Context: an optimization exercise on an open-source flow, tuned for small area, a short achievable clock period and few clock cycles per item. The choices shown serve that exercise and are no tape-out recipe. The RTL was checked by simulation tests, not by an equivalence proof against the original design. Power figures rest on the tool's default switching activity, not on a simulated workload.

**config.mk**
```make
export PLATFORM = sky130hd
export DESIGN_NAME = divider_nr
export DESIGN_NICKNAME = divider_nr
export VERILOG_FILES = /design/flow/design.v
export SDC_FILE = /design/flow/constraint.sdc
export NUM_CORES = 4
export LEC_CHECK = 0
export ABC_AREA = 1
export CAP_MARGIN = 20
export CORE_MARGIN = 2
export CORE_UTILIZATION = 40
export SETUP_SLACK_MARGIN = 1.0
export SLEW_MARGIN = 20
```
**constraint.sdc**
```tcl
create_clock -name core_clock -period 5.0 [get_ports {clk}]
set_input_delay 1.0000 -clock core_clock [delete_from_list [all_inputs] [get_ports {clk}]]
set_output_delay 1.0000 -clock core_clock [all_outputs]
set_load 0.01 [all_outputs]
```
**design.v**
```verilog
`timescale 1ns/10ps
module leading_ones
  #
  (
   parameter SELECTOR,
   parameter BITS      = 16
   )
  (
   input wire [BITS-1:0]         SW,
   output logic [$clog2(BITS):0] LED
   );
  generate
    if (SELECTOR == "UNIQUE_CASE") begin : g_UNIQUE_CASE
      always_comb begin
        LED           = '0;  
        unique case (1'b1)
          SW[15]:  LED  = 16;
          SW[14]:  LED  = 15;
          SW[13]:  LED  = 14;
          SW[12]:  LED  = 13;
          SW[11]:  LED  = 12;
          SW[10]:  LED  = 11;
          SW[9]:   LED  = 10;
          SW[8]:   LED  = 9;
          SW[7]:   LED  = 8;
          SW[6]:   LED  = 7;
          SW[5]:   LED  = 6;
          SW[4]:   LED  = 5;
          SW[3]:   LED  = 4;
          SW[2]:   LED  = 3;
          SW[1]:   LED  = 2;
          SW[0]:   LED  = 1;
        endcase
      end  
    end else if (SELECTOR == "CASE") begin : g_CASE  
      always_comb begin
        LED           = '0;  
        case (1'b1)
          SW[15]:  LED  = 16;
          SW[14]:  LED  = 15;
          SW[13]:  LED  = 14;
          SW[12]:  LED  = 13;
          SW[11]:  LED  = 12;
          SW[10]:  LED  = 11;
          SW[9]:   LED  = 10;
          SW[8]:   LED  = 9;
          SW[7]:   LED  = 8;
          SW[6]:   LED  = 7;
          SW[5]:   LED  = 6;
          SW[4]:   LED  = 5;
          SW[3]:   LED  = 4;
          SW[2]:   LED  = 3;
          SW[1]:   LED  = 2;
          SW[0]:   LED  = 1;
          default: LED  = 0;
        endcase
      end  
    end else if (SELECTOR == "DOWN_FOR") begin : g_UP_IF
      logic found;
      always_comb begin
        LED = '0;
        found = 1'b0;
        for (int i = $high(SW); i >= $low(SW); i--) begin
          if (SW[i] && !found) begin
            LED = i + 1;
            found = 1'b1;
          end
        end
      end
    end else if (SELECTOR == "UP_FOR") begin : g_DOWN_IF
      always_comb begin
        LED = '0;
        for (int i = $low(SW); i <= $high(SW); i++) begin
          if (SW[i]) begin
            LED = i + 1;
          end
        end
      end
    end
  endgenerate
endmodule
`timescale 1ns/10ps
module divider_nr
  #
  (
   parameter BITS      = 16
   )
  (
   input wire                       clk,
   input wire                       reset,
   input wire                       start,
   input wire unsigned [BITS-1:0]   dividend,
   input wire unsigned [BITS-1:0]   divisor,
   output logic                     done,
   output logic unsigned [BITS-1:0] quotient,
   output logic unsigned [BITS-1:0] remainder
   );
  localparam BC = $clog2(BITS);
  logic [BITS-1:0] rem_q;      
  logic [BITS-2:0] quo_q;      
  logic [BC-1:0]   idx_q;      
  logic            bit_q;      
  logic            busy_q;
  logic [BITS-1:0] div_q;      
  function automatic logic [3:0] msb_pos(input logic [15:0] x);
    logic [7:0] y8;
    logic [3:0] y4;
    logic [1:0] y2;
    msb_pos[3] = |x[15:8];
    y8         = msb_pos[3] ? x[15:8] : x[7:0];
    msb_pos[2] = |y8[7:4];
    y4         = msb_pos[2] ? y8[7:4] : y8[3:0];
    msb_pos[1] = |y4[3:2];
    y2         = msb_pos[1] ? y4[3:2] : y4[1:0];
    msb_pos[0] = y2[1];
  endfunction
  logic [3:0] pa, pb;
  logic [4:0] pdiff;
  logic       neg;
  logic [BC-1:0] sh;
  assign pa    = msb_pos(dividend);
  assign pb    = msb_pos(divisor);
  assign pdiff = {1'b0, pa} - {1'b0, pb};
  assign neg   = pdiff[4];
  assign sh    = neg ? '0 : pdiff[3:0];
  logic [BC-1:0] nidx;
  assign nidx = start ? sh : idx_q - 1'b1;
  logic [BITS:0]   trial;
  logic [BITS+1:0] diffr;
  logic            qbit;
  assign trial = {rem_q, bit_q};
  assign diffr = {1'b0, trial} - {2'b0, div_q};
  assign qbit  = ~diffr[BITS+1];
  assign done      = busy_q && (idx_q == '0);
  assign quotient  = {quo_q, qbit};
  assign remainder = qbit ? diffr[BITS-1:0] : trial[BITS-1:0];
  always_ff @(posedge clk) begin
    idx_q <= nidx;
    div_q <= divisor;
    bit_q <= dividend[nidx];
    if (start) begin
      busy_q <= 1'b1;
      rem_q  <= neg ? (dividend >> 1) : ((dividend >> 1) >> pdiff[3:0]);
      quo_q  <= '0;
    end else begin
      if (done) busy_q <= 1'b0;
      rem_q <= remainder;
      quo_q <= quotient[BITS-2:0];
    end
    if (reset) busy_q <= 1'b0;
  end
endmodule
```
**flow/run.sh**
```bash
#!/bin/bash
cp standard.sh standard_sh.txt
export BUFFER_PORTS_ARGS="-buffer_cell sky130_fd_sc_hd__buf_2"
bash standard.sh > standard.log 2>&1
```
**standard.sh**
```bash
#!/bin/bash
# synth_recipe.tcl (not shown) runs the flow's synth.tcl, then flattens the netlist and writes it again
# the make line also repeats each setting of config.mk as NAME=value (left out here)
make -C /OpenROAD-flow-scripts/flow DESIGN_CONFIG=/design/flow/config.mk WORK_HOME=/design/flow/orfs CLKGATE_MAP_FILE= SYNTH_SCRIPT=/design/flow/synth_recipe.tcl "${@:-finish}"
```
==> impl_metrics.json, run 1 <==
{
  "drv_cap": 0,
  "setup_tns_ps": 0,
  "met2_wirelength_um": 5110,
  "core_area_um2": 9240,
  "port_buffers": 67,
  "setup_viol": 0,
  "clock_latency_ps": 320,
  "area_delta_synth_final_pct": 20.8,
  "grt_usage_pct": 21.5,
  "cellPowerDensity_nw_per_um2": 487,
  "top_level_ports": 68,
  "drc_errors": 0,
  "wl_met1_um": 5080,
  "p_sw_mw": 1.07,
  "clock_path_buffers": 2,
  "worst_path_most_repeated_cell": "nand2_1",
  "syn-num-nets": 632,
  "finalCritPeriodShare_pct": 78.0,
  "crit_path_top_delay_cell": "fa_2",
  "hold_path.class": "reg -> reg",
  "topRoutingLayerUsed": "met4",
  "initial_utilization_pct": 41.0,
  "synth_most_common_cell": "nand2_1",
  "p_seq_share_pct": 25.8,
  "ys_dominant_reg_cell": "dfxtp_1",
  "hold_buffers": 0,
  "grt_max_degree": 39,
  "syn_avg_cell_area_um2": 6.61,
  "yosysSeqAreaShare_pct": 28.0,
  "antenna_left": 0,
  "synth_seq_cells": 53,
  "synth_edf_count": 0,
  "drt_first_pass_iters": 5,
  "worst-path-buf-inv": 5,
  "clock-sinks": 53,
  "p_clk_share_pct": 11.6,
  "first_iter_violations": 274,
  "row_count": 35,
  "die_h_um": 101,
  "power.leakage_nw": 2.24,
  "vias": 3929,
  "synth_cell_types": 48,
  "fmax_ghz": 0.256,
  "grt_pass1_vias": 3656,
  "dp_hpwl_um": 8670,
  "irDropWorstVdd_v": 0.000202,
  "avgRoutedWirePerCell_um": 14.2,
  "synth_common_cells": "nand2_1 (126), inv_1 (83), nor2_1 (62)",
  "max_slew.worst_pin.slew_ps": 460,
  "internal_power_mw": 1.16,
  "grt_pass1_wl_um": 17500,
  "synth_area_um2": 3790,
  "comb_power_share_pct": 62.6,
  "worstPathArrival_ps": 4120,
  "async_flop_share_pct": 0,
  "grt_overflow": 0,
  "synth_cells": 574,
  "rsz0062_at_grt": "true",
  "drv_slew": 0,
  "fin_total_pwr_mw": 2.23,
  "fin_crit_ps": 3900,
  "cp_max_fo": 7,
  "end_kind": "register",
  "synth_largest_area_cell": "dfxtp_1",
  "gp_congestion": 0.963,
  "fin_skew_ps": 6.45,
  "cpLargestDelayFamily": "simple AND/OR/NAND/NOR gates",
  "status": "complete, no violations",
  "routed_via_density": 5.04,
  "yosysWarnings": 1,
  "die_area_um2": 10300,
  "dr_wl_met3_um": 593,
  "fp.dieW_um": 101,
  "hold_viol": 0,
  "p_sw_share_pct": 47.8,
  "synth.area.top_cells": "dfxtp_1 (28%), nand2_1 (12%), inv_1 (8.2%)",
  "finalNetCount": 707,
  "wirelength_um": 11000,
  "cp-start-kind": "input port",
  "tritoncts": "done",
  "slew_headroom_pct": 69.0,
  "antenna_found_initial": 0,
  "cts.reportedPaths.clkPinSlew_ps": 110,
  "cpPeakStageDelay_ps": 690,
  "critical_path_class": "in -> reg",
  "ctsHtreeMaxLevel": 2,
  "cts_buffers": 5,
  "path_cells": "buf_6 > nor2_4 > nand2_2 > nor2_4 > inv_2 > o21ai_2 > o21ai_1 > nand2_1 > o21bai_1 > nand3_1 > a21oi_2 > ha_2 > inv_2 > fa_2 > clkinvlp_4 > nand2_1 > o21ai_2 > nand2_1 > o21ai_1 > nand2_1 > nand4_1 > o21ai_1 > inv_1",
  "num_antenna_cells": 0,
  "required_ps": 5220,
  "drive_gt1_share_pct": 23.2,
  "yosys.area.top_type_share_pct": 28.0,
  "cts-root-buf": "clkbuf_8"
}
[tightest hold or removal path, delay by kind of cell, from the launching register on]
kind | cells | cell delay [ps]
buffers and inverters | 1 | 40
flip-flops | 1 | 320
AND/OR/NAND/NOR | 1 | 30
[cells by family after synthesis]
logic type / count (synthesis) / synth area share, %
adder cells (fa/ha/maj): 23 / 7.98
AO/OA/AOI/OAI: 123 / 18.6
buffers and inverters: 106 / 11.3
multiplexers: 2 / 0.528
XOR/XNOR: 15 / 3.86
flip-flops: 53 / 28.0
AND/OR/NAND/NOR: 252 / 29.8
[layout make-up]
class,instances,area [um2]
multi-input cells,415,2380
fillers,981,4660
repair buffers,84,528
clock inverters,3,28.8
well taps,129,161
repair inverters,1,7.51
inverters,89,340
clock buffers,5,68.8
flip-flops and latches,53,1060
[state kept, by name, summed over array words and instances (netlist names)]
name	count
rem_q	16
quo_q	15
busy_q	1
idx_q	4
bit_q	1
div_q	16
[power by group through the flow]
stage	Sequential (mW)	Clock [mW]	Combinational [mW]
after floorplan	0.566	0	0.955
after global placement	0.582	0	1.31
after detailed placement	0.582	0	1.32
after CTS	0.573	0.271	1.33
after global routing	0.584	0.286	1.57
final	0.576	0.259	1.40
[path summary, 6_finish.rpt]
| check | slack, ps | from | depth (start not counted) | end |
|---|---|---|---|---|
| worst max-delay path | 1100 | dividend[13] | 23 | rem_q[6] |
| worst min-delay path | 420 | quo_q[2] | 2 | quo_q[3] |
| worst max register to register | 2410 | bit_q | 12 | rem_q[12] |
| worst min register to register | 420 | quo_q[2] | 2 | quo_q[3] |
[what timing repair did]
action	in CTS	in global routing
setup buffers	0	13
cloned	0	1
resized for setup	3	57
endpoints found under the setup margin	6	30
pin swaps	0	19
[metal layers]
layer / vias up / global-route usage, %
met1: 1781 / 29.1
met4: 0 / 7.38
li1: 2005 / -
met5: - / 0
met2: 126 / 35.0
met3: 17 / 3.38
[cells in the final DEF, fill, tap and decap left out, types with 5 or more instances in the layout]
cell      count
nand3_1      27
o21ai_1      20
a31oi_1       5
buf_4        15
nor2_4        7
nand2_1     123
o21ai_0      29
clkbuf_8      5
nand4_1       8
buf_2        59
a21oi_1      38
buf_6         8
dfxtp_1      52
inv_1        80
xor2_1        7
xnor2_1       6
nand2_2       7
inv_2         6
nor2_1       59
o21ai_2       8
ha_1         20
[per-stage QoR]
step	worst slack (ps)	utilization, %	cell area [um2]	std cells	hold WS (ps)
after floorplan	1180	-	3790	574	434
after detailed placement	544	45.7	4230	757	409
after global routing	820	49.6	4580	779	447
final	1100	49.6	4580	779	423
after global placement	593	45.7	4230	757	408
after CTS	970	46.8	4330	765	428
Testbench counts, summed over its fixed seeds: cycles 5,943, items 1,600.
==> run 2, diff against run 1 <==
--- a/config.mk
+++ b/config.mk
@@ -10,4 +10,4 @@
 export CORE_MARGIN = 2
-export CORE_UTILIZATION = 40
-export SETUP_SLACK_MARGIN = 1.0
+export CORE_UTILIZATION = 65
+export SETUP_SLACK_MARGIN = 1.1
 export SLEW_MARGIN = 20
==> run 2 against run 1 <==
Net effect: sequential share of layout area is 0.084 points lower; non-clock buffer count did not move; count of clock-buffer cells in the layout unchanged; synthesized cell count unchanged; clock skew grew 5.3 ps; utilization rose by 33 points; largest cell class unchanged; sequential cell count unchanged; power increased by 3.2%; fmax down 3.2%; largest power group unchanged; combinational power up 4%; synthesized area unchanged.
==> impl_metrics.json, run 2 <==
{
  "cpPeakStageDelay_ps": 640,
  "setup_ws_ps": 970,
  "cp_max_fo": 7,
  "internal_power_mw": 1.19,
  "required_ps": 5220,
  "syn-num-nets": 632,
  "async_flop_share_pct": 0,
  "grt_usage_pct": 32.7,
  "p_clk_share_pct": 11.7,
  "grt_pass1_vias": 3628,
  "fin_crit_ps": 4030,
  "cts.reportedPaths.clkPinSlew_ps": 100,
  "hp-start": "quo_q[10]",
  "num_antenna_cells": 0,
  "pre_cts_ws_ps": 340,
  "routed_via_density": 5.85,
  "port_buffers": 67,
  "status": "complete, no violations",
  "synth_largest_area_cell": "dfxtp_1",
  "comb_power_share_pct": 63.5,
  "first_iter_violations": 537,
  "path_cells": "buf_6 > nor2_1 > nand2_1 > nor2_4 > inv_2 > o21ai_2 > o21ai_1 > nand2_1 > o21bai_1 > nand3_1 > a21oi_2 > ha_2 > inv_2 > fa_2 > clkinvlp_4 > o21ai_2 > inv_1 > nand2_1 > o21ai_2 > nand2_1 > nand4_1 > o21ai_1 > inv_1",
  "cellPowerDensity_nw_per_um2": 502,
  "fin_skew_ps": 11.8,
  "critical_path_class": "in -> reg",
  "clock-sinks": 53,
  "final_cell_mix": "nand2_1 (123), inv_1 (80), buf_2 (59), nor2_1 (58), dfxtp_1 (53)",
  "hold_buffers": 0,
  "antenna_left": 0,
  "worstPathArrival_ps": 4250,
  "synth.area.top_cells": "dfxtp_1 (28%), nand2_1 (12%), inv_1 (8.2%)",
  "fp.dieW_um": 80.4,
  "crit_path_top_delay_cell": "fa_2",
  "drv_cap": 0,
  "initial_utilization_pct": 68.0,
  "reg_top3": "div_q (16), rem_q (16), quo_q (15)",
  "core_area_um2": 5570,
  "gp_congestion": 0.989,
  "synth_area_um2": 3790,
  "finalNetCount": 708,
  "setup_viol": 0,
  "cts-root-buf": "clkbuf_8",
  "r2r_start": "rem_q[10]",
  "p_sw_share_pct": 48.5,
  "drt_first_pass_iters": 6,
  "yosysSeqAreaShare_pct": 28.0,
  "end_kind": "register",
  "worst-path-buf-inv": 6,
  "worst_path_most_repeated_cell": "nand2_1",
  "rsz0062_at_grt": "true",
  "clock_path_buffers": 2,
  "area_delta_synth_final_pct": 21.0,
  "yosys.area.top_type_share_pct": 28.0,
  "hold_path.class": "reg -> reg",
  "cp-start-kind": "input port",
  "cpLargestDelayFamily": "simple AND/OR/NAND/NOR gates",
  "hold_viol": 0,
  "min_path_cells": 2,
  "irDropWorstVdd_v": 0.000428,
  "tritoncts": "done",
  "fin_total_pwr_mw": 2.30,
  "die_area_um2": 6460,
  "cts_buffers": 5,
  "p_seq_share_pct": 24.8,
  "top_level_ports": 68,
  "finalCritPeriodShare_pct": 80.6,
  "fmax_ghz": 0.248,
  "drive_gt1_share_pct": 24.4,
  "nFillCells": 396,
  "synth_most_common_cell": "nand2_1",
  "synth_edf_count": 0,
  "setup_tns_ps": 0,
  "vias": 4230,
  "reg2reg_depth": 12,
  "antenna_found_initial": 0,
  "p_sw_mw": 1.12,
  "avgRoutedWirePerCell_um": 16.3,
  "slew_headroom_pct": 62.7,
  "die_h_um": 80.4,
  "yosysWarnings": 1,
  "wirelength_um": 11800,
  "synth_cell_types": 48,
  "ys_dominant_reg_cell": "dfxtp_1",
  "ctsHtreeMaxLevel": 2,
  "rrSetupSlack_ps": 2320,
  "grt_pass1_wl_um": 16400,
  "drc_errors": 0,
  "drv_slew": 0,
  "synth_common_cells": "nand2_1 (126), inv_1 (83), nor2_1 (62)",
  "synth_cells": 574,
  "max_slew.worst_pin.slew_ps": 553,
  "grt_max_degree": 40,
  "synth_seq_cells": 53,
  "power.leakage_nw": 2.27,
  "row_count": 27,
  "grt_overflow": 0,
  "final_common_cell": "nand2_1",
  "clock_latency_ps": 320,
  "timing.rr.end": "rem_q[10]",
  "min_to": "quo_q[11]",
  "dp_hpwl_um": 8150,
  "syn_avg_cell_area_um2": 6.61
}
run 2: cell count changes in the layout (fill, tap and decap cells not counted), sizes merged:
cell,change
buf,-1
clkbuf,+1
clkinv,-1
inv,+1
nand3,+1
run 2: kinds of logic after synthesis:
| family | Yosys count | synth area share (%) |
|---|---|---|
| AND/OR/NAND/NOR | 252 | 29.8 |
| multiplexers | 2 | 0.528 |
| XOR/XNOR | 15 | 3.86 |
| flip-flops | 53 | 28.0 |
| buffers and inverters | 106 | 11.3 |
| AO/OA/AOI/OAI | 123 | 18.6 |
| adder cells (fa/ha/maj) | 23 | 7.98 |
run 2: layout make-up:
| cell class | count | area, um2 | area share (%) |
|---|---|---|---|
| Multi-Input combinational cell | 416 | 2450 | 53.3 |
| Sequential cell | 53 | 1060 | 23.1 |
| Timing Repair Buffer | 84 | 546 | 11.9 |
| Inverter | 89 | 343 | 7.47 |
| Tap cell | 72 | 90.1 | 1.96 |
| Clock buffer | 5 | 68.8 | 1.50 |
| Clock inverter | 3 | 28.8 | 0.627 |
| Timing Repair inverter | 1 | 7.51 | 0.164 |
run 2: timing repair:
item / 4_1_cts / 5_1_grt
buffers inserted: 1 / 11
gates resized for setup: 7 / 71
gates cloned: 0 / 3
hold endpoints to repair: 0 / 0
setup endpoints to repair: 25 / 33
pin swaps: 1 / 26
run 2: per-stage QoR:
step	cells	util (%)	hold slack, ps	instance area, um2
2_1_floorplan	574	-	434	3790
3_3_place_gp	700	74.5	406	4160
3_5_place_dp	700	74.5	411	4160
4_1_cts	709	76.6	427	4270
5_1_grt	723	82.4	440	4590
6_report	723	82.4	428	4590
run 2: power by group through the flow:
stage | Combinational [mW] | Clock [mW] | Sequential (mW)
after detailed placement | 1.29 | 0 | 0.575
after floorplan | 0.955 | 0 | 0.566
final | 1.46 | 0.269 | 0.572
after global routing | 1.61 | 0.284 | 0.579
after CTS | 1.31 | 0.268 | 0.566
after global placement | 1.27 | 0 | 0.574
run 2: worst register-to-register path, stage by stage (launching register included):
cell and delay (ps):
dfxtp_1 350, ha_1 350, nand2_1 80, nor2_1 130
inv_1 80, nor4_1 320, nand4_1 300, buf_4 230
nand3_2 190, nor2_1 60, a21oi_1 250, nor2_1 80
a31oi_1 180
run 2: how the worst max path moves through the flow:
stage	start	endpoint	depth (start not counted)
after CTS	dividend[15]	rem_q[2]	22
after global routing	dividend[8]	rem_q[5]	21
final	dividend[8]	rem_q[0]	23
after detailed placement	dividend[15]	rem_q[5]	21
after global placement	dividend[15]	rem_q[1]	21
after floorplan	dividend[15]	rem_q[5]	22
run 2: routing by layer:
metal	track usage (%)	part of all wire [%]
met1	40.1	39
met2	57.6	48
met3	7.30	10
met4	8.64	2.8
met5	0	0
==> run 3, diff against run 2 <==
--- a/config.mk
+++ b/config.mk
@@ -10,4 +10,4 @@
 export CORE_MARGIN = 2
-export CORE_UTILIZATION = 65
-export SETUP_SLACK_MARGIN = 1.1
+export CORE_UTILIZATION = 60
+export SETUP_SLACK_MARGIN = 0.8
 export SLEW_MARGIN = 20
==> run 3 against run 2 <==
Net effect: still clean on timing, DRC and antenna; sequential power about the same; design area decreased by 6.1%; power decreased by 5.1%; critical endpoint is now remainder[10]; largest cell class unchanged.
==> impl_metrics.json, run 3 <==
{
  "finalCritPeriodShare_pct": 79.2,
  "row_count": 28,
  "antenna_found_initial": 0,
  "post_dp_cell_area_um2": 4160,
  "clock-sinks": 53,
  "status": "complete, no violations",
  "area_delta_synth_final_pct": 13.7,
  "cts_buffers": 5,
  "hold_path.class": "reg -> reg",
  "synth_area_um2": 3790,
  "synth_cells": 574,
  "grt_pass1_vias": 3687,
  "reg2reg_depth": 11,
  "synth_most_common_cell": "nand2_1",
  "clock_latency_ps": 320,
  "dp_hpwl_um": 8510,
  "drv_slew": 0,
  "finalNetCount": 698,
  "critical_path_class": "reg -> out",
  "cts-root-buf": "clkbuf_8",
  "drv_cap": 0,
  "die_area_um2": 6970,
  "irDropWorstVdd_v": 0.000422,
  "grt_overflow": 0,
  "grt_pass1_wl_um": 17500,
  "cts.reportedPaths.clkPinSlew_ps": 110,
  "tritoncts": "done",
  "clock_path_buffers": 2,
  "timing.rr.end": "rem_q[10]",
  "initial_utilization_pct": 62.9,
  "wirelength_um": 10600,
  "hold_viol": 0,
  "min_to": "quo_q[10]",
  "setup_viol": 0,
  "port_buffers": 67,
  "synth_edf_count": 0,
  "final_common_cell": "nand2_1",
  "routed_via_density": 5.54,
  "die_h_um": 83.5,
  "synth_largest_area_cell": "dfxtp_1",
  "ys_dominant_reg_cell": "dfxtp_1",
  "top_level_ports": 68,
  "required_ps": 4000,
  "vias": 3967,
  "fmax_ghz": 0.252,
  "ctsHtreeMaxLevel": 2,
  "syn_avg_cell_area_um2": 6.61,
  "grt_max_degree": 39,
  "end_kind": "output port",
  "synth.area.top_cells": "dfxtp_1 (28%), nand2_1 (12%), inv_1 (8.2%)",
  "setup_tns_ps": 0,
  "hp-start": "quo_q[9]",
  "yosysWarnings": 1,
  "syn-num-nets": 632,
  "cp-start-kind": "register",
  "max_slew.worst_pin.slew_ps": 550,
  "fin_skew_ps": 8.99,
  "yosys.area.top_type_share_pct": 28.0,
  "avgRoutedWirePerCell_um": 14.8,
  "async_flop_share_pct": 0,
  "synth_seq_cells": 53,
  "worstPathArrival_ps": 2960,
  "rrSetupSlack_ps": 2220,
  "power.leakage_nw": 2.17,
  "nFillCells": 528,
  "drt_first_pass_iters": 5,
  "rsz0062_at_grt": "false",
  "fin_crit_ps": 3960,
  "first_iter_violations": 356,
  "num_antenna_cells": 0,
  "gp_congestion": 0.923,
  "min_path_cells": 2,
  "antenna_left": 0,
  "grt_usage_pct": 30.9,
  "drive_gt1_share_pct": 19.0,
  "drc_errors": 0,
  "core_area_um2": 6030,
  "fp.dieW_um": 83.5,
  "synth_common_cells": "nand2_1 (126), inv_1 (83), nor2_1 (62)",
  "hold_ws_ps": 429,
  "yosysSeqAreaShare_pct": 28.0,
  "final_cell_mix": "nand2_1 (126), inv_1 (82), buf_2 (67), nor2_1 (62), dfxtp_1 (53)",
  "design_area_um2": 4310,
  "cp_max_fo": 3,
  "slew_headroom_pct": 63.1,
  "fin_util_pct": 71.6,
  "reg_top3": "div_q (16), rem_q (16), quo_q (15)",
  "synth_cell_types": 48,
  "cellPowerDensity_nw_per_um2": 507,
  "r2r_start": "bit_q"
}
-- run 3: how the worst max path moves through the flow --
| stage | startpoint | endpoint | slack [ps] | cells after the start |
|---|---|---|---|---|
| floorplan | dividend[15] | rem_q[5] | 1180 | 22 |
| global placement | dividend[15] | rem_q[1] | 680 | 21 |
| detailed placement | dividend[15] | rem_q[5] | 550 | 21 |
| CTS | bit_q | remainder[12] | 810 | 11 |
| global route | dividend[15] | rem_q[0] | 800 | 24 |
| finish | bit_q | remainder[10] | 1040 | 10 |
-- run 3: cells by family (layout without fill, tap and decap cells) --
kind of cell	count (synthesis)	after routing	share of synthesized area [%]
and+or+nand+nor	252	252	29.8
AOI/OAI and AO/OA	123	123	18.6
adders and majority gates	23	23	7.98
xor gates and xnor gates	15	15	3.86
buffers and inverters	106	173	11.3
DFF	53	53	28.0
muxes	2	2	0.528
-- run 3: routing by layer --
| metal | wire [um] | vias to the layer above | global-route usage (%) |
|---|---|---|---|
| met2 | 4950 | 172 | 51.4 |
| li1 | - | 1981 | - |
| met5 | 0 | - | 0 |
| met1 | 4530 | 1792 | 41.3 |
| met3 | 911 | 22 | 6.13 |
| met4 | 239 | 0 | 7.62 |
-- run 3: where the power goes --
group          internal (mW)  total [mW]  switching, mW  leakage [nW]
clock                  0.105       0.266          0.161        0.0506
combinational          0.515        1.35          0.831          1.68
sequential             0.515       0.573         0.0583         0.441
total                   1.14        2.19           1.05          2.17
-- run 3: final cells by class --
| type | count | area (um2) | share of cell area [%] |
|---|---|---|---|
| multi-input cells | 415 | 2320 | 53.7 |
| flip-flops and latches | 53 | 1060 | 24.6 |
| repair buffers | 76 | 403 | 9.34 |
| inverters | 89 | 340 | 7.89 |
| well taps | 75 | 93.8 | 2.18 |
| clock buffers | 5 | 68.8 | 1.60 |
| clock inverters | 3 | 28.8 | 0.667 |
-- run 3: timing repair --
item / CTS / global route
resized for setup: 1 / 10
setup endpoints to repair: 2 / 18
buffers inserted: 0 / 5
hold buffers: 0 / 0
pin swaps: 0 / 1
-- run 3: through the flow --
stage | std cells | worst slack (ps) | power, mW
4_1_cts | 711 | 809 | 2.15
3_5_place_dp | 703 | 550 | 1.89
2_1_floorplan | 574 | 1180 | 1.52
3_3_place_gp | 703 | 683 | 1.85
5_1_grt | 716 | 798 | 2.37
6_report | 716 | 1040 | 2.19
-- run 3: worst max-delay path, stage by stage, from the launching register on --
cell and delay [ps]:
dfxtp_1 400, inv_1 60, ha_1 260, fa_1 440
o211ai_1 290, a21boi_1 170, o21ai_1 240, a21boi_0 180
xor2_1 190, a21oi_1 240, buf_2 170
==> run 4, diff against run 3 <==
--- a/config.mk
+++ b/config.mk
@@ -11,3 +11,4 @@
 export CORE_UTILIZATION = 60
-export SETUP_SLACK_MARGIN = 0.8
+export GPL_TIMING_DRIVEN = 0
+export SETUP_SLACK_MARGIN = 1.0
 export SLEW_MARGIN = 20
==> run 4 against run 3 <==
Net effect: still clean on timing, DRC and antenna; register-to-register slack improved by 210 ps; final cell count increased by 2.7%; via count increased by 3.6%; utilization increased by 4.0 points; fmax increased by 0.16%; global-route usage increased by 0.31 points; sequential power about the same; critical endpoint is now rem_q[3]; highest routed layer unchanged.
==> impl_metrics.json, run 4 <==
{
  "status": "complete, no violations",
  "power.leakage_nw": 2.27,
  "row_count": 28,
  "yosys.area.top_type_share_pct": 28.0,
  "cp_max_fo": 10,
  "synth_area_um2": 3790,
  "drive_gt1_share_pct": 23.6,
  "grt_pass1_vias": 3806,
  "cellPowerDensity_nw_per_um2": 498,
  "synth_cell_types": 48,
  "reg_top3": "div_q (16), rem_q (16), quo_q (15)",
  "ys_dominant_reg_cell": "dfxtp_1",
  "yosysWarnings": 1,
  "cp-start-kind": "input port",
  "vias": 4111,
  "synth_seq_cells": 53,
  "num_antenna_cells": 0,
  "clock-sinks": 53,
  "gp_congestion": 0.971,
  "final_cell_mix": "nand2_1 (123), inv_1 (80), buf_2 (67), nor2_1 (58), dfxtp_1 (52)",
  "clock_latency_ps": 310,
  "antenna_found_initial": 0,
  "reg2reg_depth": 11,
  "multi_input_area_um2": 2400,
  "area_delta_synth_final_pct": 20.1,
  "ctsHtreeMaxLevel": 2,
  "die_h_um": 83.5,
  "max_slew.worst_pin.slew_ps": 589,
  "initial_utilization_pct": 62.9,
  "fin_skew_ps": 6.82,
  "avgRoutedWirePerCell_um": 15.0,
  "synth_cells": 574,
  "hold_buffers": 0,
  "startpoint": "divisor[12]",
  "drv_cap": 0,
  "cts.reportedPaths.clkPinSlew_ps": 100,
  "port_buffers": 67,
  "fin_crit_ps": 3960,
  "tritoncts": "done",
  "drt_first_pass_iters": 6,
  "synth.area.top_cells": "dfxtp_1 (28%), nand2_1 (12%), inv_1 (8.2%)",
  "fp.dieW_um": 83.5,
  "die_area_um2": 6970,
  "seqCellArea_um2": 1060,
  "synth_common_cells": "nand2_1 (126), inv_1 (83), nor2_1 (62)",
  "synth_most_common_cell": "nand2_1",
  "cts_buffers": 5,
  "path_cells": "buf_2 > nor2_1 > nand2_1 > nor2_4 > nand2_1 > nand2_1 > nand3b_1 > o21ai_1 > o21bai_1 > ha_2 > inv_2 > fa_2 > buf_12 > inv_4 > buf_8 > mux2i_4 > o211ai_1 > a21oi_1 > o21ai_1 > nand2_1",
  "drc_errors": 0,
  "routed_via_density": 5.59,
  "critical_path_class": "in -> reg",
  "fin_total_pwr_mw": 2.27,
  "crit_path_top_delay_cell": "fa_2",
  "hold_path.class": "reg -> reg",
  "min_path_cells": 2,
  "final_common_cell": "nand2_1",
  "required_ps": 5200,
  "core_area_um2": 6030,
  "first_iter_violations": 418,
  "syn-num-nets": 632,
  "antenna_left": 0,
  "yosysSeqAreaShare_pct": 28.0,
  "fmax_ghz": 0.253,
  "worstPathArrival_ps": 4160,
  "dp_hpwl_um": 8600,
  "wirelength_um": 11000,
  "timing.rr.end": "rem_q[10]",
  "pre_cts_ws_ps": 450,
  "rrSetupSlack_ps": 2430,
  "grt_max_degree": 20,
  "r2r_start": "bit_q",
  "cts-root-buf": "clkbuf_8",
  "grt_usage_pct": 31.2,
  "end_kind": "register",
  "hold_viol": 0,
  "endpoint": "rem_q[3]",
  "clock_path_buffers": 2,
  "grt_overflow": 0,
  "synth_edf_count": 0,
  "worst_path_most_repeated_cell": "nand2_1",
  "finalNetCount": 717,
  "cpPeakStageDelay_ps": 660,
  "irDropWorstVdd_v": 0.000487,
  "grt_pass1_wl_um": 17700,
  "nFillCells": 474,
  "finalCritPeriodShare_pct": 79.1,
  "syn_avg_cell_area_um2": 6.61,
  "rsz0062_at_grt": "false",
  "async_flop_share_pct": 0,
  "setup_ws_ps": 1040,
  "drv_slew": 0,
  "setup_viol": 0,
  "slew_headroom_pct": 60.7,
  "setup_tns_ps": 0,
  "synth_largest_area_cell": "dfxtp_1",
  "top_level_ports": 68
}
## run 4: worst max-delay path, delay by kind of cell
kind            cells  cell delay (ps)
mux                 1              190
compound gates      5              720
fa+ha+maj           2              880
simple gates        7              900
buf+inv             5              460
## run 4: power by group
part / internal (mW) / switching (mW)
combinational: 0.559 / 0.878
clock: 0.105 / 0.157
sequential: 0.516 / 0.0536
## run 4: metal layers
| layer | track usage, % | up-vias | routed length [um] |
|---|---|---|---|
| li1 | - | 2028 | - |
| met4 | 10.3 | 0 | 280 |
| met2 | 49.9 | 209 | 5090 |
| met5 | 0 | - | 0 |
| met3 | 7.12 | 24 | 977 |
| met1 | 41.7 | 1850 | 4670 |
## run 4: repair_timing
action / in CTS / in global routing
resized for setup: 8 / 58
endpoints found under the setup margin: 16 / 31
buffers inserted: 0 / 11
pin swaps: 1 / 17
## run 4: stage by stage
| stage | instance area, um2 | hold slack, ps | instances | utilization [%] |
|---|---|---|---|---|
| CTS | 4330 | 424 | 724 | 71.8 |
| global placement | 4220 | 401 | 716 | 70.1 |
| global route | 4560 | 439 | 735 | 75.6 |
| detailed placement | 4220 | 407 | 716 | 70.1 |
| floorplan | 3790 | 434 | 574 | - |
| finish | 4560 | 422 | 735 | 75.6 |
## run 4: final cells by class
| type | instances | share of cell area (%) |
|---|---|---|
| clock inverter | 3 | 0.632 |
| tap | 75 | 2.06 |
| clock buffer | 5 | 1.51 |
| sequential | 53 | 23.3 |
| multi-input combinational | 415 | 52.7 |
| inverter | 89 | 7.44 |
| buffer | 17 | 2.53 |
| timing repair buffer | 78 | 9.83 |
## run 4: logic make-up (layout without fill, tap and decap cells)
logic type               count (synthesis)  in the layout  share of synthesized area, %
XOR/XNOR                                15             15                          3.86
flip-flops                              53             53                          28.0
AND/OR/NAND/NOR                        252            252                          29.8
adder cells (fa/ha/maj)                 23             23                          7.98
buffers and inverters                  106            192                          11.3
AO/OA/AOI/OAI                          123            123                          18.6
multiplexers                             2              2                         0.528
## run 4: worst min path at each step
stage | startpoint | endpoint | slack (ps)
finish | quo_q[13] | quo_q[14] | 420
global route | quo_q[6] | quo_q[7] | 440
CTS | quo_q[13] | quo_q[14] | 420
detailed placement | quo_q[13] | quo_q[14] | 410
global placement | quo_q[13] | quo_q[14] | 400
floorplan | busy_q | busy_q | 430
==> run 5, diff against run 4 <==
--- a/config.mk
+++ b/config.mk
@@ -7,3 +7,2 @@
 export LEC_CHECK = 0
-export ABC_AREA = 1
 export CAP_MARGIN = 20
@@ -11,3 +10,2 @@
 export CORE_UTILIZATION = 60
-export GPL_TIMING_DRIVEN = 0
 export SETUP_SLACK_MARGIN = 1.0
==> run 5 against run 4 <==
Net effect: first-iteration DRC count increased by 32%; clock skew decreased by 2.5 ps; sequential power increased by 6.5%; worst setup slack got worse by 630 ps; via count increased by 3.0%; design area increased by 16%; largest power group unchanged; power increased by 31%; register-to-register slack got worse by 190 ps; combinational power increased by 47%; clock power decreased by 2%; synthesized area increased by 4.6%.
==> impl_metrics.json, run 5 <==
{
  "yosysSeqAreaShare_pct": 26.8,
  "ys_dominant_reg_cell": "dfxtp_1",
  "top_level_ports": 68,
  "synth_cell_types": 75,
  "multi_input_area_um2": 2980,
  "worst-path-buf-inv": 5,
  "cts.reportedPaths.clkPinSlew_ps": 100,
  "seqCellArea_um2": 1060,
  "tritoncts": "done",
  "place_inst": 613,
  "num_antenna_cells": 0,
  "synth_common_cells": "dfxtp_1 (53), inv_1 (37), nand2_1 (34)",
  "p_clk_share_pct": 8.7,
  "die_area_um2": 7270,
  "reg2reg_depth": 12,
  "cts-root-buf": "clkbuf_8",
  "nFillCells": 399,
  "final_cell_mix": "buf_2 (58), dfxtp_1 (51), buf_4 (48), inv_1 (35), nand2_1 (32)",
  "worstPathArrival_ps": 4760,
  "startpoint": "divisor[11]",
  "synth_seq_cells": 53,
  "area_delta_synth_final_pct": 33.0,
  "yosys.area.top_type_share_pct": 26.8,
  "end_kind": "register",
  "p_sw_mw": 1.38,
  "fin_total_pwr_mw": 2.98,
  "drv_cap": 0,
  "hold_path.class": "reg -> reg",
  "status": "complete, no violations",
  "vias": 4233,
  "cellPowerDensity_nw_per_um2": 564,
  "grt_overflow": 0,
  "reg_top3": "div_q (16), rem_q (16), quo_q (15)",
  "fin_skew_ps": 4.28,
  "power.leakage_nw": 2.40,
  "hold_buffers": 0,
  "cpLargestDelayFamily": "simple AND/OR/NAND/NOR gates",
  "path_cells": "buf_2 > or4_4 > and2b_2 > o21a_1 > a2111oi_2 > nor4b_2 > nand2_1 > o211ai_1 > ha_2 > inv_2 > fa_2 > buf_12 > buf_12 > inv_1 > and3_1 > a21oi_2 > nand2_1 > o21ai_1 > a2bb2oi_1 > o32a_1 > o21ai_0",
  "wirelength_um": 13000,
  "row_count": 29,
  "grt_max_degree": 49,
  "antenna_left": 0,
  "hp-start": "quo_q[8]",
  "slew_headroom_pct": 32.7,
  "clock_path_buffers": 2,
  "clock-sinks": 53,
  "p_seq_share_pct": 20.4,
  "cts_buffers": 5,
  "synth_edf_count": 0,
  "core_area_um2": 6390,
  "hold_ws_ps": 468,
  "drive_gt1_share_pct": 37.6,
  "port_buffers": 67,
  "irDropWorstVdd_v": 0.000635,
  "critical_path_class": "in -> reg",
  "hold_viol": 0,
  "min_path_cells": 1,
  "dp_hpwl_um": 8680,
  "syn-num-nets": 534,
  "required_ps": 5180,
  "synth_most_common_cell": "dfxtp_1",
  "synth_cells": 476,
  "grt_usage_pct": 33.8,
  "fin_crit_ps": 4590,
  "cpPeakStageDelay_ps": 580,
  "syn_avg_cell_area_um2": 8.33,
  "clock_latency_ps": 320,
  "die_h_um": 85.3,
  "drt_first_pass_iters": 6,
  "async_flop_share_pct": 0,
  "gp_congestion": 0.978,
  "synth.area.top_cells": "dfxtp_1 (27%), mux2i_1 (7.6%), ha_1 (6.6%)",
  "internal_power_mw": 1.59,
  "finalNetCount": 645,
  "fin_util_pct": 82.6,
  "rsz0062_at_grt": "true",
  "first_iter_violations": 552,
  "comb_power_share_pct": 70.9,
  "rrSetupSlack_ps": 2240,
  "grt_pass1_vias": 3916,
  "fmax_ghz": 0.218,
  "antenna_found_initial": 0,
  "finalCritPeriodShare_pct": 91.8,
  "initial_utilization_pct": 62.1,
  "avgRoutedWirePerCell_um": 19.6,
  "fp.dieW_um": 85.3,
  "min_to": "quo_q[9]",
  "cp-start-kind": "input port",
  "drc_errors": 0,
  "stdcell_count": 665,
  "synth_largest_area_cell": "dfxtp_1",
  "drv_slew": 0,
  "p_sw_share_pct": 46.4,
  "max_slew.worst_pin.slew_ps": 1010,
  "timing.rr.end": "rem_q[8]",
  "synth_area_um2": 3970,
  "r2r_start": "rem_q[0]",
  "final_common_cell": "buf_2",
  "setup_tns_ps": 0,
  "ctsHtreeMaxLevel": 2,
  "yosysWarnings": 1,
  "routed_via_density": 6.37,
  "grt_pass1_wl_um": 19500,
  "crit_path_top_delay_cell": "fa_2",
  "setup_viol": 0,
  "cp_max_fo": 12
}
==> run 5: how the worst max path moves through the flow <==
stage | end | slack [ps] | cells past startpoint
finish | rem_q[8] | 410 | 21
global route | rem_q[8] | 220 | 21
CTS | rem_q[2] | 530 | 20
detailed placement | rem_q[2] | -50 | 20
global placement | rem_q[2] | 3 | 20
floorplan | rem_q[1] | 300 | 20
==> run 5: cell type report <==
class / count / area share, %
timing repair inverter: 2 / 0.332
timing repair buffer: 125 / 16.5
sequential: 53 / 20.2
clock inverter: 3 / 0.475
multi-input combinational: 362 / 56.4
tap: 77 / 1.83
inverter: 38 / 2.94
clock buffer: 5 / 1.31
==> run 5: kinds of logic (layout without fill, tap and decap cells) <==
family / count (synthesis) / after routing / share of synthesized area, %
buffers and inverters: 61 / 173 / 6.50
flip-flops: 53 / 53 / 26.8
XOR/XNOR: 11 / 11 / 3.25
adder cells (fa/ha/maj): 25 / 25 / 8.24
multiplexers: 45 / 45 / 11.8
AND/OR/NAND/NOR: 128 / 128 / 16.7
AO/OA/AOI/OAI: 153 / 153 / 26.7
==> run 5: layer usage <==
| metal | vias to the layer above | part of all wire [%] | global-route usage (%) | wire length [um] |
|---|---|---|---|---|
| met4 | 0 | 3.7 | 9.52 | 482 |
| met3 | 54 | 8.7 | 5.16 | 1130 |
| met2 | 256 | 47 | 56.6 | 6140 |
| met5 | - | 0 | 0 | 0 |
| met1 | 1955 | 41 | 45.1 | 5290 |
| li1 | 1968 | - | - | - |
==> run 5: power groups by stage <==
| stage | sequential (mW) | combinational, mW | clock (mW) |
|---|---|---|---|
| floorplan | 0.576 | 1.15 | 0 |
| global placement | 0.597 | 1.52 | 0 |
| finish | 0.607 | 2.11 | 0.258 |
| detailed placement | 0.598 | 1.55 | 0 |
| global route | 0.613 | 2.25 | 0.275 |
| CTS | 0.590 | 1.72 | 0.255 |
==> run 5: per-stage QoR <==
step	instance area (um2)	setup WS, ps
final	5270	412
after floorplan	4070	301
after global placement	4480	3.13
after global routing	5270	220
after detailed placement	4480	-45.2
after CTS	4860	528
==> run 5: timing repair <==
action	CTS	global route
resized for setup	32	57
cloned	0	2
setup endpoints to repair	36	36
pin swaps	12	17
buffers inserted	23	19
==> run 6, diff against run 5 <==
--- a/config.mk
+++ b/config.mk
@@ -7,2 +7,3 @@
 export LEC_CHECK = 0
+export ABC_AREA = 1
 export CAP_MARGIN = 20
==> run 6 against run 5 <==
Net effect: register-to-register slack gained 130 ps; first-iteration DRC count shrank 40%; clock power grew 2%; worst setup slack gained 750 ps; final cell count grew 7.8%; count of clock-buffer cells in the layout is the same; non-clock buffer count shrank 49; utilization shrank 10 points; power shrank 25%; design area shrank 17%; sequential power shrank 4.9%; fmax grew 19%; critical path type is now reg -> out.
==> impl_metrics.json, run 6 <==
{
  "avgRoutedWirePerCell_um": 15.1,
  "core_area_um2": 6030,
  "syn-num-nets": 632,
  "drc_errors": 0,
  "cp-start-kind": "register",
  "routed_via_density": 5.58,
  "antenna_left": 0,
  "final_common_cell": "nand2_1",
  "worst-path-buf-inv": 2,
  "ctsHtreeMaxLevel": 2,
  "rrSetupSlack_ps": 2370,
  "synth_area_um2": 3790,
  "synth_seq_cells": 53,
  "hp-start": "quo_q[9]",
  "required_ps": 4000,
  "crit_path_top_delay_cell": "dfxtp_1",
  "cellPowerDensity_nw_per_um2": 514,
  "yosysSeqAreaShare_pct": 28.0,
  "synth_common_cells": "nand2_1 (126), inv_1 (83), nor2_1 (62)",
  "finalCritPeriodShare_pct": 76.8,
  "yosysWarnings": 1,
  "drive_gt1_share_pct": 19.9,
  "irDropWorstVdd_v": 0.000433,
  "port_buffers": 67,
  "antenna_found_initial": 0,
  "die_h_um": 83.5,
  "synth_xor_area_share_pct": 3.86,
  "row_count": 28,
  "worstPathArrival_ps": 2840,
  "synth_most_common_cell": "nand2_1",
  "globalRouteMet1Util_pct": 41.9,
  "fp.dieW_um": 83.5,
  "fmax_ghz": 0.260,
  "area_delta_synth_final_pct": 14.8,
  "power.leakage_nw": 2.19,
  "cpLargestDelayFamily": "compound AO/OA/AOI/OAI gates",
  "first_iter_violations": 330,
  "drv_slew": 0,
  "die_area_um2": 6970,
  "setup_tns_ps": 0,
  "synth_top_family_by_area": "simple AND/OR/NAND/NOR gates",
  "rsz0062_at_grt": "true",
  "hold_buffers": 0,
  "startpoint": "bit_q",
  "clock-sinks": 53,
  "fin_skew_ps": 7.54,
  "initial_utilization_pct": 62.9,
  "cts.reportedPaths.clkPinSlew_ps": 110,
  "synth-simple-area-share_pct": 29.8,
  "num_antenna_cells": 0,
  "end_kind": "output port",
  "synth_cells": 574,
  "status": "complete, no violations",
  "grt_overflow": 0,
  "ys_dominant_reg_cell": "dfxtp_1",
  "cts_buffers": 5,
  "path_cells": "inv_1 > ha_1 > fa_1 > o211ai_1 > a21boi_1 > o21ai_2 > a21boi_1 > o21ai_1 > xor2_1 > a21oi_1 > buf_2",
  "grt_pass1_vias": 3683,
  "gp_congestion": 0.923,
  "met3_usage_pct": 5.44,
  "final_cell_mix": "nand2_1 (126), inv_1 (81), buf_2 (67), nor2_1 (62), dfxtp_1 (53)",
  "cpPeakStageDelay_ps": 430,
  "slew_headroom_pct": 63.4,
  "synth_largest_area_cell": "dfxtp_1",
  "synth.area.top_cells": "dfxtp_1 (28%), nand2_1 (12%), inv_1 (8.2%)",
  "gr-usage-met2_pct": 51.4,
  "busiest_layer": "met2",
  "grt_pass1_wl_um": 17600,
  "synthMuxAreaShare_pct": 0.528,
  "synth_edf_count": 0,
  "fin_util_pct": 72.3,
  "synth-compound-area-share_pct": 18.6,
  "finalNetCount": 699,
  "nFillCells": 518,
  "max_slew.worst_pin.slew_ps": 546,
  "reg_top3": "div_q (16), rem_q (16), quo_q (15)",
  "hold_path.class": "reg -> reg",
  "setup_viol": 0,
  "cp_max_fo": 3,
  "dp_hpwl_um": 8510,
  "top_level_ports": 68,
  "critical_path_class": "reg -> out",
  "synth_cell_types": 48,
  "yosys.area.top_type_share_pct": 28.0,
  "wirelength_um": 10800,
  "drt_first_pass_iters": 5,
  "drv_cap": 0,
  "syn_avg_cell_area_um2": 6.61,
  "hold_viol": 0,
  "worst_path_most_repeated_cell": "a21boi_1",
  "cts-root-buf": "clkbuf_8",
  "r2r_start": "bit_q",
  "async_flop_share_pct": 0,
  "clock_path_buffers": 2,
  "vias": 4000,
  "tritoncts": "done",
  "fin_crit_ps": 3840,
  "synthAdderAreaFrac_pct": 7.98,
  "clock_latency_ps": 310,
  "grt_max_degree": 39,
  "grt_usage_pct": 30.9
}
run 6: area by class of cell:
type / instances / area, um2 / share of cell area (%)
Clock inverter: 3 / 28.8 / 0.661
Clock buffer: 5 / 68.8 / 1.58
Multi-Input combinational cell: 416 / 2350 / 54.1
Sequential cell: 53 / 1060 / 24.4
Inverter: 89 / 342 / 7.84
Tap cell: 75 / 93.8 / 2.15
Timing Repair Buffer: 76 / 407 / 9.34
run 6: path summary, 6_finish.rpt:
check,depth (start not counted),endpoint
max,11,remainder[12]
min,2,quo_q[10]
max reg2reg,12,rem_q[12]
min reg2reg,2,quo_q[10]
run 6: power breakdown:
part           switching, mW  internal, mW
registers             0.0615         0.515
clock network          0.159         0.105
logic                  0.865         0.534
total                   1.09          1.15
run 6: worst register-to-register path: stages (launching register included):
cell and delay (ps):
dfxtp_1 430, inv_1 70, ha_1 260, fa_1 440, o211ai_1 270, a21boi_1 180
o21ai_2 200, a21boi_1 120, o21ai_1 160, xor2_1 170, a21oi_1 100, nand2_1 60
o21ai_1 80
run 6: kinds of logic after synthesis:
kind of cell | Yosys count
AO/OA/AOI/OAI | 123
AND/OR/NAND/NOR | 252
adder cells (fa/ha/maj) | 23
multiplexers | 2
buffers and inverters | 106
flip-flops | 53
XOR/XNOR | 15
run 6: what timing repair did:
item	CTS	global route
pin swaps	1	7
cloned	0	1
buffers inserted	0	5
setup endpoints to repair	21	31
gates resized for setup	6	20
run 6: routing by layer:
metal  wire length (um)  share of wire, %
met1               4600                42
met2               5060                47
met3                885               8.2
met4                304               2.8
met5                  0                 0
run 6: stage by stage:
stage               setup slack (ps)  hold slack, ps  std cells  power [mW]  cell area, um2
floorplan                       1180             434        574        1.52            3790
global placement                 683             402        703        1.85            4160
detailed placement               550             409        703        1.89            4160
CTS                             1000             430        711        2.16            4260
global route                     973             443        717        2.42            4360
finish                          1160             429        717        2.24            4360
==> run 7, diff against run 6 <==
==> flow/run.sh (replaced) <==
#!/bin/bash
cp standard.sh standard_sh.txt
export BUFFER_PORTS_ARGS="-buffer_cell sky130_fd_sc_hd__buf_2"
export ADDER_MAP_FILE=
bash standard.sh > standard.log 2>&1
==> run 7 against run 6 <==
Net effect: still clean; count of clock-buffer cells in the layout is the same; clock power down 6%; first-iteration DRC count decreased by 30%.
==> impl_metrics.json, run 7 <==
{
  "slew_headroom_pct": 61.7,
  "avgRoutedWirePerCell_um": 13.5,
  "drv_cap": 0,
  "drv_slew": 0,
  "max_slew.worst_pin.slew_ps": 568,
  "rrSetupSlack_ps": 2380,
  "row_count": 29,
  "synth_cell_types": 46,
  "min_path_cells": 2,
  "reg_top3": "div_q (16), rem_q (16), quo_q (15)",
  "critical_path_class": "reg -> out",
  "antenna_found_initial": 0,
  "cts-root-buf": "clkbuf_8",
  "hold_viol": 0,
  "async_flop_share_pct": 0,
  "antenna_left": 0,
  "synth_common_cells": "nand2_1 (172), inv_1 (98), nor2_1 (86)",
  "die_h_um": 84.3,
  "drc_errors": 0,
  "grt_overflow": 0,
  "hold_buffers": 0,
  "gp_congestion": 0.946,
  "grt_pass1_vias": 3707,
  "die_area_um2": 7110,
  "final_cell_mix": "nand2_1 (171), inv_1 (98), nor2_1 (86), buf_2 (67), dfxtp_1 (53)",
  "yosysWarnings": 1,
  "fp.dieW_um": 84.3,
  "drt_first_pass_iters": 5,
  "synth_cells": 641,
  "grt_usage_pct": 30.1,
  "irDropWorstVdd_v": 0.000412,
  "clock_path_buffers": 2,
  "cp-start-kind": "register",
  "synth.area.top_cells": "dfxtp_1 (27%), nand2_1 (17%), inv_1 (9.5%)",
  "cts.reportedPaths.clkPinSlew_ps": 100,
  "worstPathArrival_ps": 2790,
  "core_area_um2": 6280,
  "drive_gt1_share_pct": 18.1,
  "finalCritPeriodShare_pct": 75.8,
  "place_inst": 770,
  "final_common_cell": "nand2_1",
  "grt_max_degree": 43,
  "ctsHtreeMaxLevel": 2,
  "hold_path.class": "reg -> reg",
  "status": "complete, no violations",
  "vias": 4121,
  "setup_tns_ps": 0,
  "post_dp_cell_area_um2": 4230,
  "cp_max_fo": 23,
  "end_kind": "output port",
  "tritoncts": "done",
  "synth_seq_cells": 53,
  "hold_ws_ps": 422,
  "required_ps": 4000,
  "first_iter_violations": 231,
  "reg2reg_depth": 14,
  "ys_dominant_reg_cell": "dfxtp_1",
  "yosys.area.top_type_share_pct": 27.4,
  "grt_pass1_wl_um": 17400,
  "stdcell_count": 778,
  "initial_utilization_pct": 61.6,
  "nFillCells": 603,
  "wirelength_um": 10500,
  "syn_avg_cell_area_um2": 6.04,
  "yosysSeqAreaShare_pct": 27.4,
  "clock_latency_ps": 300,
  "clock-sinks": 53,
  "synth_area_um2": 3870,
  "synth_edf_count": 0,
  "cellPowerDensity_nw_per_um2": 492,
  "synth_most_common_cell": "nand2_1",
  "setup_viol": 0,
  "top_level_ports": 68,
  "setup_ws_ps": 1210,
  "num_antenna_cells": 0,
  "fmax_ghz": 0.264,
  "routed_via_density": 5.30,
  "fin_skew_ps": 3.63,
  "design_area_um2": 4340,
  "area_delta_synth_final_pct": 12.3,
  "synth_largest_area_cell": "dfxtp_1",
  "rsz0062_at_grt": "true",
  "fin_crit_ps": 3790,
  "pre_cts_ws_ps": 1010,
  "finalNetCount": 735,
  "syn-num-nets": 676,
  "power.leakage_nw": 2.25,
  "port_buffers": 67,
  "cts_buffers": 5,
  "dp_hpwl_um": 8600
}
run 7: path summary, 6_finish.rpt:
path,startpoint,end
max,div_q[4],remainder[12]
min,quo_q[10],quo_q[11]
max reg2reg,div_q[4],rem_q[1]
min reg2reg,quo_q[10],quo_q[11]
run 7: logic make-up after synthesis:
kind of cell	count (synthesis)	share of synthesized area, %
and+or+nand+nor	341	38.5
buffers and inverters	123	12.6
AOI/OAI and AO/OA	102	15.5
DFF	53	27.4
xor gates and xnor gates	18	4.85
muxes	4	1.07
run 7: routing by layer:
metal	global-route usage, %	share of wire (%)	vias up
met1	39.0	44	1821
met2	53.2	48	151
met3	3.64	6.2	21
li1	-	-	2128
met5	0	0	-
met4	7.92	2.4	0
run 7: critical path, cell delays in order (launching register included):
cell and delay (ps):
dfxtp_1 400, nor2_1 100, nor2_1 250, inv_1 110, nor2_1 190, inv_1 80
nor4_2 260, nand3_1 170, nand3_2 190, buf_6 230, mux2_2 370, buf_2 140
run 7: final cells by class:
class                   instances  area [um2]  area share, %
well taps                      77        96.3           2.22
repair buffers                 69         354           8.15
flip-flops and latches         53        1060           24.4
clock buffers                   5        68.8           1.58
inverters                     106         398           9.16
multi-input cells             465        2340           53.9
clock inverters                 3        26.3          0.605
run 7: stage by stage:
| step | utilization (%) | power (mW) |
|---|---|---|
| final | 69.2 | 2.14 |
| after global routing | 69.2 | 2.32 |
| after CTS | 68.8 | 2.10 |
| after detailed placement | 67.3 | 1.85 |
| after global placement | 67.3 | 1.83 |
| after floorplan | - | 1.48 |
run 7: power by group:
group / total [mW] / switching (mW) / internal [mW]
logic: 1.32 / 0.860 / 0.465
clock network: 0.247 / 0.145 / 0.102
registers: 0.566 / 0.0504 / 0.515
total: 2.14 / 1.05 / 1.08
run 7: repair_timing:
action                                  CTS  global route
endpoints found under the setup margin    0            19
buffers inserted                          0             0
gates resized for setup                   0            13
==> run 8, diff against run 7 <==
==> flow/run.sh (replaced) <==
#!/bin/bash
cp standard.sh standard_sh.txt
export BUFFER_PORTS_ARGS="-buffer_cell sky130_fd_sc_hd__buf_2"
bash standard.sh > standard.log 2>&1
--- a/config.mk
+++ b/config.mk
@@ -13 +13,2 @@
 export SLEW_MARGIN = 20
+export TNS_END_PERCENT = 5
==> run 8 against run 7 <==
Net effect: combinational power increased by 7%; register-to-register slack worse by 50 ps; final cell count down 7.3%; die area is 1.9% lower; critical path depth unchanged; global-route usage increased by 0.72 points; fmax decreased by 2.3%; synthesized area shrank 2.0%; sequential share of layout area shrank 0.37 points; clock skew rose by 3.6 ps; synthesized cell count is 10% lower; sequential cell count is the same.
==> impl_metrics.json, run 8 <==
{
  "top_level_ports": 68,
  "synth_cells": 574,
  "synth_common_cells": "nand2_1 (126), inv_1 (83), nor2_1 (62)",
  "cp_max_fo": 3,
  "tritoncts": "done",
  "drv_cap": 0,
  "grt_usage_pct": 30.9,
  "critical_path_class": "reg -> out",
  "dp_hpwl_um": 8510,
  "die_area_um2": 6970,
  "irDropWorstVdd_v": 0.000428,
  "drive_gt1_share_pct": 21.7,
  "cp-start-kind": "register",
  "hold_path.class": "reg -> reg",
  "grt_max_degree": 39,
  "cts_buffers": 5,
  "grt_overflow": 0,
  "synth_most_common_cell": "nand2_1",
  "ctsHtreeMaxLevel": 2,
  "synth_seq_cells": 53,
  "area_delta_synth_final_pct": 16.3,
  "setup_tns_ps": 0,
  "topRoutingLayerUsed": "met4",
  "cts-root-buf": "clkbuf_8",
  "synth.area.top_cells": "dfxtp_1 (28%), nand2_1 (12%), inv_1 (8.2%)",
  "min_path_cells": 2,
  "clock_latency_ps": 320,
  "final_common_cell": "nand2_1",
  "vias": 4041,
  "core_area_um2": 6030,
  "fp.dieW_um": 83.5,
  "hold_buffers": 0,
  "fin_skew_ps": 7.19,
  "first_iter_violations": 420,
  "slew_headroom_pct": 63.8,
  "fmax_ghz": 0.258,
  "drv_slew": 0,
  "yosysWarnings": 1,
  "end_kind": "output port",
  "port_buffers": 67,
  "synth_cell_types": 48,
  "power.leakage_nw": 2.21,
  "async_flop_share_pct": 0,
  "finalCritPeriodShare_pct": 77.6,
  "synth_largest_area_cell": "dfxtp_1",
  "syn_avg_cell_area_um2": 6.61,
  "reg_top3": "div_q (16), rem_q (16), quo_q (15)",
  "synth_edf_count": 0,
  "row_count": 28,
  "clock-sinks": 53,
  "setup_viol": 0,
  "max_slew.worst_pin.slew_ps": 537,
  "antenna_found_initial": 0,
  "cts.reportedPaths.clkPinSlew_ps": 110,
  "synth_area_um2": 3790,
  "wl_met1_um": 4710,
  "dr_wl_met3_um": 918,
  "avgRoutedWirePerCell_um": 15.3,
  "antenna_left": 0,
  "grt_pass1_wl_um": 17500,
  "drt_first_pass_iters": 5,
  "cellPowerDensity_nw_per_um2": 511,
  "drc_errors": 0,
  "nFillCells": 509,
  "final_cell_mix": "nand2_1 (125), inv_1 (81), buf_2 (67), nor2_1 (59), dfxtp_1 (53)",
  "finalNetCount": 703,
  "met2_wirelength_um": 5100,
  "fin_crit_ps": 3880,
  "initial_utilization_pct": 62.9,
  "gp_congestion": 0.923,
  "num_antenna_cells": 0,
  "clock_path_buffers": 2,
  "ys_dominant_reg_cell": "dfxtp_1",
  "grt_pass1_vias": 3687,
  "worstPathArrival_ps": 2880,
  "die_h_um": 83.5,
  "yosys.area.top_type_share_pct": 28.0,
  "fin_util_pct": 73.2,
  "syn-num-nets": 632,
  "hold_viol": 0,
  "required_ps": 4000,
  "wirelength_um": 11000,
  "routed_via_density": 5.60,
  "yosysSeqAreaShare_pct": 28.0,
  "reg2reg_depth": 11,
  "status": "complete, no violations",
  "rsz0062_at_grt": "true"
}
[run 8: cell count changes after synthesis, sizes merged, moves of 13 or more]
cell	delta
a21oi	+22
nand2	-52
nand3	-13
inv	-18
nor2	-24
ha	+21
[run 8: final timing paths]
path                               start  slack (ps)       endpoint
worst min-delay path            quo_q[9]         430      quo_q[10]
worst max register to register     bit_q        2330      rem_q[10]
worst max-delay path               bit_q        1120  remainder[12]
worst min register to register  quo_q[9]         430      quo_q[10]
[run 8: worst max-delay path: stages, from the launching register on]
cell and delay (ps):
dfxtp_1 420, inv_1 70, ha_1 260, fa_1 430
o211ai_1 260, a21boi_1 180, o21ai_2 190, a21boi_0 160
o21ai_1 180, xor2_1 90, a21oi_1 170, buf_2 160
[run 8: metrics by stage]
stage / setup slack [ps] / instance area [um2] / power, mW / hold WS [ps] / instances
final: 1120 / 4410 / 2.26 / 429 / 721
after global routing: 950 / 4410 / 2.44 / 443 / 721
after CTS: 809 / 4260 / 2.15 / 430 / 711
after detailed placement: 550 / 4160 / 1.89 / 409 / 703
after global placement: 683 / 4160 / 1.85 / 402 / 703
after floorplan: 1180 / 3790 / 1.52 / 434 / 574
[run 8: layout make-up]
class	count	area (um2)	share of cell area, %
clock buffer	5	68.8	1.56
clock inverter	3	28.8	0.652
inverter	89	343	7.77
multi-input combinational	416	2380	53.9
sequential	53	1060	24.0
tap	75	93.8	2.13
timing repair buffer	80	437	9.90
[run 8: power breakdown]
| group | internal [mW] | leakage [nW] | switching (mW) | total (mW) |
|---|---|---|---|---|
| logic | 0.540 | 1.72 | 0.873 | 1.41 |
| clock network | 0.105 | 0.0506 | 0.161 | 0.266 |
| registers | 0.515 | 0.441 | 0.0613 | 0.576 |
| total | 1.16 | 2.21 | 1.10 | 2.26 |
[run 8: kinds of logic (layout without fill, tap and decap cells)]
group,after synthesis,in the layout,synth area share (%)
compound gates,123,123,18.6
xor+xnor,15,15,3.86
fa+ha+maj,23,23,7.98
buf+inv,106,177,11.3
flops,53,53,28.0
mux,2,2,0.528
simple gates,252,253,29.8
[run 8: layer usage]
layer / up-vias / global-route usage (%)
met4: 0 / 7.62
met2: 202 / 51.4
li1: 1992 / -
met3: 26 / 6.13
met5: - / 0
met1: 1821 / 41.3
[run 8: timing repair]
| action | 4_1_cts | 5_1_grt |
|---|---|---|
| pin swaps | 0 | 10 |
| hold endpoints to repair | 0 | 0 |
| gates cloned | 0 | 1 |
| gates resized for setup | 1 | 34 |
| setup endpoints to repair | 21 | 31 |
| setup buffers | 0 | 9 |
==> run 9, diff against run 8 <==
--- a/config.mk
+++ b/config.mk
@@ -11,3 +11,3 @@
 export CORE_UTILIZATION = 60
-export SETUP_SLACK_MARGIN = 1.0
+export SETUP_SLACK_MARGIN = 1.3
 export SLEW_MARGIN = 20
==> run 9 against run 8 <==
Net effect: combinational power increased by 8%; sequential power decreased by 1%; power increased by 4.2%; sequential cell count unchanged; still clean; routed wire length increased by 3.0%; critical endpoint is now rem_q[4]; count of clock-buffer cells in the layout unchanged; critical path depth increased by 9; worst setup slack improved by 60 ps; non-clock buffer count increased by 19; clock power about the same; global-route usage increased by 1.1 points.
==> impl_metrics.json, run 9 <==
{
  "cellPowerDensity_nw_per_um2": 502,
  "die_h_um": 83.5,
  "r2r_start": "bit_q",
  "ys_dominant_reg_cell": "dfxtp_1",
  "critical_path_class": "in -> reg",
  "cts.reportedPaths.clkPinSlew_ps": 110,
  "worstPathArrival_ps": 4040,
  "timing.rr.end": "rem_q[4]",
  "row_count": 28,
  "synth_most_common_cell": "nand2_1",
  "clock_latency_ps": 320,
  "synth_edf_count": 0,
  "reg2reg_depth": 15,
  "drv_cap": 0,
  "clock-sinks": 53,
  "core_area_um2": 6030,
  "required_ps": 5220,
  "setup_tns_ps": 0,
  "fin_total_pwr_mw": 2.35,
  "synth-compound-area-share_pct": 18.6,
  "slew_headroom_pct": 69.6,
  "grt_pass1_vias": 3878,
  "routed_via_density": 5.66,
  "vias": 4189,
  "rrSetupSlack_ps": 2450,
  "rsz0062_at_grt": "true",
  "grt_usage_pct": 32.0,
  "drive_gt1_share_pct": 26.6,
  "setup_viol": 0,
  "design_area_um2": 4690,
  "ctsHtreeMaxLevel": 2,
  "synth_seq_cells": 53,
  "cp-start-kind": "input port",
  "grt_pass1_wl_um": 18200,
  "synth_cell_types": 48,
  "die_area_um2": 6970,
  "synth_area_um2": 3790,
  "max_slew.worst_pin.slew_ps": 452,
  "synth-simple-area-share_pct": 29.8,
  "hp-start": "quo_q[13]",
  "cts-root-buf": "clkbuf_8",
  "synth_top_family_by_area": "simple AND/OR/NAND/NOR gates",
  "status": "complete, no violations",
  "fin_crit_ps": 3820,
  "place_inst": 703,
  "wirelength_um": 11300,
  "antenna_found_initial": 0,
  "avgRoutedWirePerCell_um": 15.3,
  "dp_hpwl_um": 8170,
  "synth_cells": 574,
  "min_to": "quo_q[14]",
  "grt_max_degree": 40,
  "top_level_ports": 68,
  "async_flop_share_pct": 0,
  "synth.area.top_cells": "dfxtp_1 (28%), nand2_1 (12%), inv_1 (8.2%)",
  "yosysWarnings": 1,
  "drt_first_pass_iters": 7,
  "nFillCells": 465,
  "drc_errors": 0,
  "post_dp_cell_area_um2": 4160,
  "gp_congestion": 0.975,
  "tritoncts": "done",
  "fin_skew_ps": 9.99,
  "finalCritPeriodShare_pct": 76.4,
  "drv_slew": 0,
  "yosys.area.top_type_share_pct": 28.0,
  "yosysSeqAreaShare_pct": 28.0,
  "syn-num-nets": 632,
  "fmax_ghz": 0.262,
  "cts_buffers": 5,
  "cp_max_fo": 8,
  "syn_avg_cell_area_um2": 6.61,
  "synth_largest_area_cell": "dfxtp_1",
  "stdcell_count": 740,
  "antenna_left": 0,
  "grt_overflow": 0,
  "initial_utilization_pct": 62.9,
  "fp.dieW_um": 83.5,
  "first_iter_violations": 387,
  "hold_path.class": "reg -> reg",
  "synthMuxAreaShare_pct": 0.528,
  "irDropWorstVdd_v": 0.000568,
  "hold_buffers": 0,
  "synth_xor_area_share_pct": 3.86,
  "finalNetCount": 722,
  "synth_common_cells": "nand2_1 (126), inv_1 (83), nor2_1 (62)",
  "final_common_cell": "nand2_1",
  "end_kind": "register",
  "min_path_cells": 2,
  "area_delta_synth_final_pct": 23.6,
  "reg_top3": "div_q (16), rem_q (16), quo_q (15)",
  "num_antenna_cells": 0,
  "synthAdderAreaFrac_pct": 7.98,
  "power.leakage_nw": 2.31,
  "final_cell_mix": "nand2_1 (122), inv_1 (80), buf_2 (60), nor2_1 (56), dfxtp_1 (52)",
  "port_buffers": 67,
  "clock_path_buffers": 2,
  "hold_viol": 0
}
[run 9: final cells by class]
class / count / area [um2] / area share, %
well taps: 75 / 93.8 / 2.00
repair inverters: 1 / 7.51 / 0.160
clock buffers: 5 / 68.8 / 1.47
flip-flops and latches: 53 / 1060 / 22.7
repair buffers: 99 / 647 / 13.8
inverters: 89 / 343 / 7.31
multi-input cells: 415 / 2440 / 52.0
clock inverters: 3 / 28.8 / 0.614
[run 9: worst max-delay path, stage by stage]
cell      delay (ps)
buf_2            120
nor2_1           140
nand2_1          110
nor2_4           170
buf_12           130
a21oi_2           60
nand3b_1         170
o21ai_1          130
o21bai_1         190
ha_2             180
inv_2             60
fa_2             460
buf_8            160
buf_4            160
a31oi_1          270
nor2_1           140
nand2_1          110
nand4_1          120
o21ai_1          110
inv_1             40
[run 9: routing by layer]
layer	up-vias	wire length (um)	track usage, %
met5	-	0	0
li1	2033	-	-
met1	1882	4670	41.0
met3	53	983	6.23
met4	0	525	13.6
met2	221	5170	52.8
[run 9: per-stage QoR]
step                      setup slack (ps)  hold WS, ps  util [%]
after global routing                  1030          444      77.8
after CTS                             1270          433      74.2
after floorplan                       1310          434         -
final                                 1180          429      77.8
after detailed placement               598          409      69.1
after global placement                 712          402      69.1
[run 9: worst max-delay path by stage]
| stage | endpoint | slack (ps) | depth (start not counted) | startpoint |
|---|---|---|---|---|
| after floorplan | rem_q[2] | 1310 | 23 | dividend[15] |
| after global placement | rem_q[1] | 710 | 21 | dividend[15] |
| after detailed placement | rem_q[1] | 600 | 21 | dividend[15] |
| after CTS | rem_q[0] | 1270 | 22 | divisor[12] |
| after global routing | rem_q[3] | 1030 | 20 | divisor[13] |
| final | rem_q[4] | 1180 | 20 | divisor[13] |
[run 9: logic make-up after synthesis]
| family | Yosys count |
|---|---|
| compound gates | 123 |
| xor+xnor | 15 |
| fa+ha+maj | 23 |
| buf+inv | 106 |
| flops | 53 |
| mux | 2 |
| simple gates | 252 |
[run 9: what timing repair did]
action	CTS	global route
buffers inserted	20	8
pin swaps	12	17
gates cloned	1	0
setup endpoints to repair	16	34
gates resized for setup	30	48
[run 9: report_power, final]
part	leakage [nW]	total (mW)	switching, mW	internal, mW
combinational	1.82	1.52	0.904	0.615
sequential	0.441	0.569	0.0528	0.516
clock	0.0506	0.264	0.159	0.105
total	2.31	2.35	1.12	1.24

Setup slack of run 9, layout unchanged: 1.182 ns with ideal ports, 1.186 ns with driving cells assumed (clock clkbuf_16, inputs buf_2), 0.839 ns with port delays also shifted by the 0.347 ns mid clock arrival.
